This is an optimization exercise on Yosys and OpenROAD, whose aim is small area, a short achievable clock period and few clock cycles per item, not a production implementation.
RTL that was checked went through simulation tests only; none was proved equivalent to the original.
Power is estimated from default activity; no workload was simulated.

// COMP_Control
module COMP_Control(
    input clock,
    input rst,
    input start_trigger,
    input reset_act,
    input reset_data,
    input signed [15:0] K0,
    input signed [15:0] K1,
    input signed [15:0] K2,
    input signed [17:0] setPoint,
    input signed [17:0] data,
    output reg busy,
    output wire signed [15:0] COMP_output
    );
Size: about 1800 cells after synthesis, about 110 I/O pins, ~0.016 sq mm of cells after synthesis.
export LEC_CHECK = 0
export CAP_MARGIN = 20
export CORE_MARGIN = 2
export CORE_UTILIZATION = 40
export CTS_BUF_LIST = sky130_fd_sc_hd__clkbuf_8
export SLEW_MARGIN = 20
export SYNTH_HIERARCHICAL = 1
export SYNTH_MINIMUM_KEEP_SIZE = 0
create_clock -name core_clock -period 12.0 [get_ports {clock}]
standard.sh (not shown) runs the stock make flow with config.mk's settings and CLKGATE_MAP_FILE= SYNTH_SCRIPT=/design/flow/synth_recipe.tcl, a recipe that flattens the netlist after the stock synthesis.
==> flow/flow/run.sh <==
#!/bin/bash
# The standard layout (standard.sh: the standard flow's synthesis, floorplan, placement,
# CTS, routing) at the design's clock period and constraints, with two
# changes to how hard the resizer works:
#  - repair_timing aims for a setup slack of SETUP_MARGIN ns instead of 0,
#    so the critical paths get sized and buffered although the 12 ns clock
#    would already be met;
#  - the port buffers are buf_2 cells rather than the resizer's pick.
set -euo pipefail
cd "$(dirname "$0")/.."
SETUP_MARGIN=$(cat flow/setup_margin.txt)
bash standard.sh "SETUP_SLACK_MARGIN=$SETUP_MARGIN" \
  "BUFFER_PORTS_ARGS=-buffer_cell sky130_fd_sc_hd__buf_2" finish > standard_make.log 2>&1
==> flow/flow/setup_margin.txt <==
6.0
Testbench counts at the start, summed over its fixed seeds: cycles 72,000, items 24,000.
==> next run, changes <==
--- a/flow/design.v
+++ b/flow/design.v
@@ -11,24 +11,25 @@
     input signed [17:0] data,
     output reg busy,
     output wire signed [15:0] COMP_output
     );
     reg [18:0] e0, e1;
     reg [47:0] S, C;
     reg [15:0] Kr;
     reg sB, sC;    
     wire load = start_trigger & ~busy & ~reset_act & ~rst;
     wire clr_all = rst | (reset_act & reset_data);
     wire [18:0] diff = {setPoint[17], setPoint} - {data[17], data};
-    wire [15:0] Km = busy ? Kr : K2;
-    wire acc_en = load | busy;
+    wire go = start_trigger & ~reset_act;
+    wire [15:0] Km;
+    KMUX umA (.busy(busy), .go(go), .kr(Kr), .k2(K2), .y(Km));
     wire d0_one = e1[0] ^ 1'b0;
     wire d0_two = (e1[1] & ~e1[0] & ~1'b0) | (~e1[1] & e1[0] & 1'b0);
     wire d0_neg = (e1[1] & ~(e1[0] & 1'b0)) ^ sB;
     wire d0_pp0 = ((d0_one & Km[0])) ^ d0_neg;
     wire d0_pp1 = ((d0_one & Km[1]) | (d0_two & Km[0])) ^ d0_neg;
     wire d0_pp2 = ((d0_one & Km[2]) | (d0_two & Km[1])) ^ d0_neg;
     wire d0_pp3 = ((d0_one & Km[3]) | (d0_two & Km[2])) ^ d0_neg;
     wire d0_pp4 = ((d0_one & Km[4]) | (d0_two & Km[3])) ^ d0_neg;
     wire d0_pp5 = ((d0_one & Km[5]) | (d0_two & Km[4])) ^ d0_neg;
     wire d0_pp6 = ((d0_one & Km[6]) | (d0_two & Km[5])) ^ d0_neg;
     wire d0_pp7 = ((d0_one & Km[7]) | (d0_two & Km[6])) ^ d0_neg;
@@ -1066,26 +1067,24 @@
         end else begin
             busy <= load | sB;
             sB <= load;
             sC <= sB;
         end
         if (clr_all) begin
             S <= 48'd0;
             C <= 48'd0;
             e0 <= 19'd0;
             e1 <= 19'd0;
         end else begin
-            if (acc_en) begin
-                S <= S_n;
-                C <= C_n;
-            end
+            S <= S_n;
+            C <= C_n;
             if (reset_act) begin
                 e0 <= 19'd0;
             end else if (load) begin
                 e0 <= diff;
                 e1 <= e0;
             end else if (busy) begin
                 e0 <= e1;
                 e1 <= e0;
             end
         end
     end
@@ -1096,22 +1095,25 @@
 endmodule
 module FAX(input a, input b, input c, output s, output co);
     XOR3 ux (.a(a), .b(b), .c(c), .y(s));
     MAJ3 um (.a(a), .b(b), .c(c), .y(co));
 endmodule
 module XOR3(input a, input b, input c, output y);
     assign y = a ^ b ^ c;
 endmodule
 module MAJ3(input a, input b, input c, output y);
     assign y = (a & b) | (a & c) | (b & c);
 endmodule
+module KMUX(input busy, input go, input [15:0] kr, input [15:0] k2, output [15:0] y);
+    assign y = busy ? kr : (k2 & {16{go}});
+endmodule
 module AOI21(input a, input b, input c, output y);    
     assign y = ~(a | (b & c));
 endmodule
 module OAI21(input a, input b, input c, output y);    
     assign y = ~(a & (b | c));
 endmodule
 module NAND2(input a, input b, output y);
     assign y = ~(a & b);
 endmodule
 module NOR2(input a, input b, output y);
     assign y = ~(a | b);
The changed run finished with timing, DRC and antenna clean.
Power came out higher by 20%.
Final cell count came out lower by 7.2%.
Final area came out lower by 1.1%.
Via count came out lower by 9.9%.
Utilization came out higher by 1.7 points.
Worst hold slack improved by 0.0088 ns.
Flip-flop and latch count stays the same.
Clock-buffer cell count came out higher by 1.
Area after synthesis came out lower by 3.9%.
Worst setup slack got worse by 0.24 ns.
Clock skew hardly moves.
The RTL of the second run of this note was laid out without a check of its function.


Setup of rev 12:
COMP_Control, a different RTL version from the one above (not shown whole).
Size in the first run: about 150 flip-flops, about 110 I/O pins, about 15000 um^2 of cells after synthesis.
Settings: LEC_CHECK=0, CAP_MARGIN=20, CORE_MARGIN=2, CORE_UTILIZATION=40, SLEW_MARGIN=20, SYNTH_HIERARCHICAL=1, SYNTH_MINIMUM_KEEP_SIZE=0; clock period 12.0 ns.
==> flow/flow/setup_margin.txt <==
7.0
Scripts as last shown in full above: flow/flow/run.sh
What rev 13 does differently from rev 12 at the input level:
diff --git a/flow/design.v b/flow/design.v
--- a/flow/design.v
+++ b/flow/design.v
@@ -16,13 +16,14 @@
     reg [47:0] S, C;
     reg [15:0] Kr;
     reg sB, sC;    
     wire load = start_trigger & ~busy & ~reset_act & ~rst;
     wire clr_all = rst | (reset_act & reset_data);
     wire [18:0] diff = {setPoint[17], setPoint} - {data[17], data};
-    wire [15:0] Km = Kr | (K2 & {16{load}});
+    wire [15:0] Km = busy ? Kr : K2;
+    wire acc_en = load | busy;
     wire [47:0] acc = S + C;
     assign COMP_output = {acc[47], acc[29:15]};
     wire d0_one = e1[0] ^ 1'b0;
     wire d0_two = (e1[1] & ~e1[0] & ~1'b0) | (~e1[1] & e1[0] & 1'b0);
     wire d0_neg = (e1[1] & ~(e1[0] & 1'b0)) ^ sB;
     wire d0_pp0 = ((d0_one & Km[0])) ^ d0_neg;
@@ -815,18 +816,13 @@
     assign C_n[45] = f247_s;
     assign S_n[46] = f247_c;
     assign C_n[46] = f248_s;
     assign S_n[47] = f248_c;
     assign C_n[47] = f249_s;
     always @(posedge clock) begin
-        if (load)
-            Kr <= K1;
-        else if (sB & ~rst)
-            Kr <= K0;
-        else
-            Kr <= 16'd0;
+        Kr <= sB ? K0 : K1;
         if (rst) begin
             busy <= 1'b0;
             sB <= 1'b0;
             sC <= 1'b0;
         end else begin
             busy <= load | sB;
@@ -837,14 +833,16 @@
             S <= 48'd0;
             C <= 48'd0;
             e0 <= 19'd0;
             e1 <= 19'd0;
             e2 <= 19'd0;
         end else begin
-            S <= S_n;
-            C <= C_n;
+            if (acc_en) begin
+                S <= S_n;
+                C <= C_n;
+            end
             if (reset_act) begin
                 e0 <= 19'd0;
             end else if (load) begin
                 e0 <= diff;
                 e1 <= e0;
                 e2 <= e1;
Results
Compared to rev 12, rev 13 has met3 global-route usage 0.40 points lower. In terms of worst slack on hold paths, rev 13 and rev 12 differ only marginally. Compared with rev 12, rev 13 shows a internal power consumption that is about 15% lower. Taking rev 12 as the reference, in rev 13 pin count of the biggest net entering global routing shows an increase of 1, via count of the first global-routing pass went up, power down about 14%, total power per unit cell area went down about 13%, setup slack higher. Density: rev 13 sparser than rev 12. Comparing rev 12 and rev 13, the higher switching power as a share of total power is on rev 13. Final cell area: rev 13 below rev 12.
Testbench counts of rev 13, summed over its fixed seeds: cycles 72,000, items 24,000.
No functional check of the RTL was part of rev 12.


alpha:
Another version of the RTL of COMP_Control (not shown whole).
For scale: about 140 flip-flops, ~16000 µm² of cells after synthesis.
Design COMP_Control, start of the top module:
module COMP_Control(
    input clock,
    input rst,
    input start_trigger,
    input reset_act,
    input reset_data,
    input signed [15:0] K0,
    input signed [15:0] K1,
    input signed [15:0] K2,
    input signed [17:0] setPoint,
    input signed [17:0] data,
    output reg busy,
    output wire signed [15:0] COMP_output
    );
    reg [18:0] e0, e1, e2;
    reg [47:0] S, C;
    reg sB, sC;    
    wire load = start_trigger & ~busy & ~reset_act & ~rst;
    wire clr_all = rst | (reset_act & reset_data);
    wire [18:0] diff = {setPoint[17], setPoint} - {data[17], data};
    wire [15:0] Km = (K2 & {16{~busy}}) | (K1 & {16{sB}}) | (K0 & {16{sC}});
    wire acc_en = load | busy;
    wire d0_one = e1[0] ^ 1'b0;
    wire d0_two = (e1[1] & ~e1[0] & ~1'b0) | (~e1[1] & e1[0] & 1'b0);
    wire d0_neg = (e1[1] & ~(e1[0] & 1'b0)) ^ sB;
    wire d0_pp0 = ((d0_one & Km[0])) ^ d0_neg;
    wire d0_pp1 = ((d0_one & Km[1]) | (d0_two & Km[0])) ^ d0_neg;
    wire d0_pp2 = ((d0_one & Km[2]) | (d0_two & Km[1])) ^ d0_neg;
    wire d0_pp3 = ((d0_one & Km[3]) | (d0_two & Km[2])) ^ d0_neg;
    wire d0_pp4 = ((d0_one & Km[4]) | (d0_two & Km[3])) ^ d0_neg;
    wire d0_pp5 = ((d0_one & Km[5]) | (d0_two & Km[4])) ^ d0_neg;
    wire d0_pp6 = ((d0_one & Km[6]) | (d0_two & Km[5])) ^ d0_neg;
    wire d0_pp7 = ((d0_one & Km[7]) | (d0_two & Km[6])) ^ d0_neg;
    wire d0_pp8 = ((d0_one & Km[8]) | (d0_two & Km[7])) ^ d0_neg;
  ...
Settings: LEC_CHECK=0, CAP_MARGIN=20, CORE_MARGIN=2, CORE_UTILIZATION=40, SLEW_MARGIN=20, SYNTH_HIERARCHICAL=1, SYNTH_MINIMUM_KEEP_SIZE=0; clock period 12.0 ns.
Scripts as last shown in full above: flow/flow/run.sh, flow/flow/setup_margin.txt
--- input diff alpha..gamma ---
--- a/flow/design.v
+++ b/flow/design.v
@@ -8,23 +8,24 @@
     input signed [15:0] K1,
     input signed [15:0] K2,
     input signed [17:0] setPoint,
     input signed [17:0] data,
     output reg busy,
     output wire signed [15:0] COMP_output
     );
     reg [18:0] e0, e1, e2;
     reg [47:0] S, C;
+    reg [15:0] Kr;
     reg sB, sC;    
     wire load = start_trigger & ~busy & ~reset_act & ~rst;
     wire clr_all = rst | (reset_act & reset_data);
     wire [18:0] diff = {setPoint[17], setPoint} - {data[17], data};
-    wire [15:0] Km = (K2 & {16{~busy}}) | (K1 & {16{sB}}) | (K0 & {16{sC}});
+    wire [15:0] Km = busy ? Kr : K2;
     wire acc_en = load | busy;
     wire d0_one = e1[0] ^ 1'b0;
     wire d0_two = (e1[1] & ~e1[0] & ~1'b0) | (~e1[1] & e1[0] & 1'b0);
     wire d0_neg = (e1[1] & ~(e1[0] & 1'b0)) ^ sB;
     wire d0_pp0 = ((d0_one & Km[0])) ^ d0_neg;
     wire d0_pp1 = ((d0_one & Km[1]) | (d0_two & Km[0])) ^ d0_neg;
     wire d0_pp2 = ((d0_one & Km[2]) | (d0_two & Km[1])) ^ d0_neg;
     wire d0_pp3 = ((d0_one & Km[3]) | (d0_two & Km[2])) ^ d0_neg;
     wire d0_pp4 = ((d0_one & Km[4]) | (d0_two & Km[3])) ^ d0_neg;
@@ -1144,18 +1145,19 @@
     assign S_n[44] = f245_c;
     assign C_n[44] = f246_s;
     assign S_n[45] = f246_c;
     assign C_n[45] = f247_s;
     assign S_n[46] = f247_c;
     assign C_n[46] = f248_s;
     assign S_n[47] = f248_c;
     assign C_n[47] = f249_s;
     always @(posedge clock) begin
+        Kr <= sB ? K0 : K1;
         if (rst) begin
             busy <= 1'b0;
             sB <= 1'b0;
             sC <= 1'b0;
         end else begin
             busy <= load | sB;
             sB <= load;
             sC <= sB;
         end
[summary]
The lower mean post-synth cell area came out of alpha. Fraction of power spent switching nets was lower in gamma than in alpha. gamma vs alpha, final worst-path setup slack went up by 0.11 ns. Per the comparison of gamma with alpha, width of the chip picked up an extra 1.9 µm; area enclosed by the die boundary picked up an extra 1.9%; number of gates on the worst path with buffers counted moved down.
Function was not checked in any run of this note: the RTL went through the layout flow alone.

static timing again, ports no longer ideal:
In the flow no input, the clock included, has a driving cell. The finished layouts below were timed again as built, in two steps. Step 1, drivers: a clkbuf_16 drives clock and a buf_2 each remaining input, both assumed. Step 2 also shifts input and output timing later by t, the mid clock arrival at the registers, as if the neighbouring blocks saw the same clock. a / b / c = ideal / step 1 / step 2; a / b = the first two.
| run | shift t [ns] | setup slack, ns | hold slack, ns |
|---|---|---|---|
| the first run of note 1 | 0.556 | 6.354 / 6.384 / 5.828 | 0.438 / 0.438 / 0.438 |
| the second run of note 1 | 0.519 | 6.114 / 6.134 / 5.615 | 0.447 / 0.447 / 0.447 |
| rev 12 | 0.502 | 6.030 / 6.034 / 5.533 | 0.451 / 0.451 / 0.451 |
| rev 13 | 0.514 | 6.542 / 6.547 / 6.033 | 0.451 / 0.451 / 0.451 |
| alpha | 0.512 | 6.447 / 6.481 / 5.970 | 0.452 / 0.452 / 0.452 |
| gamma | 0.496 | 6.562 / 6.547 / 6.051 | 0.450 / 0.450 / 0.450 |
After both steps every run listed still meets setup and hold. The setup slack of the first run of note 1, which loses most, moves by +0.030 ns with the drivers and by -0.526 ns with both steps.
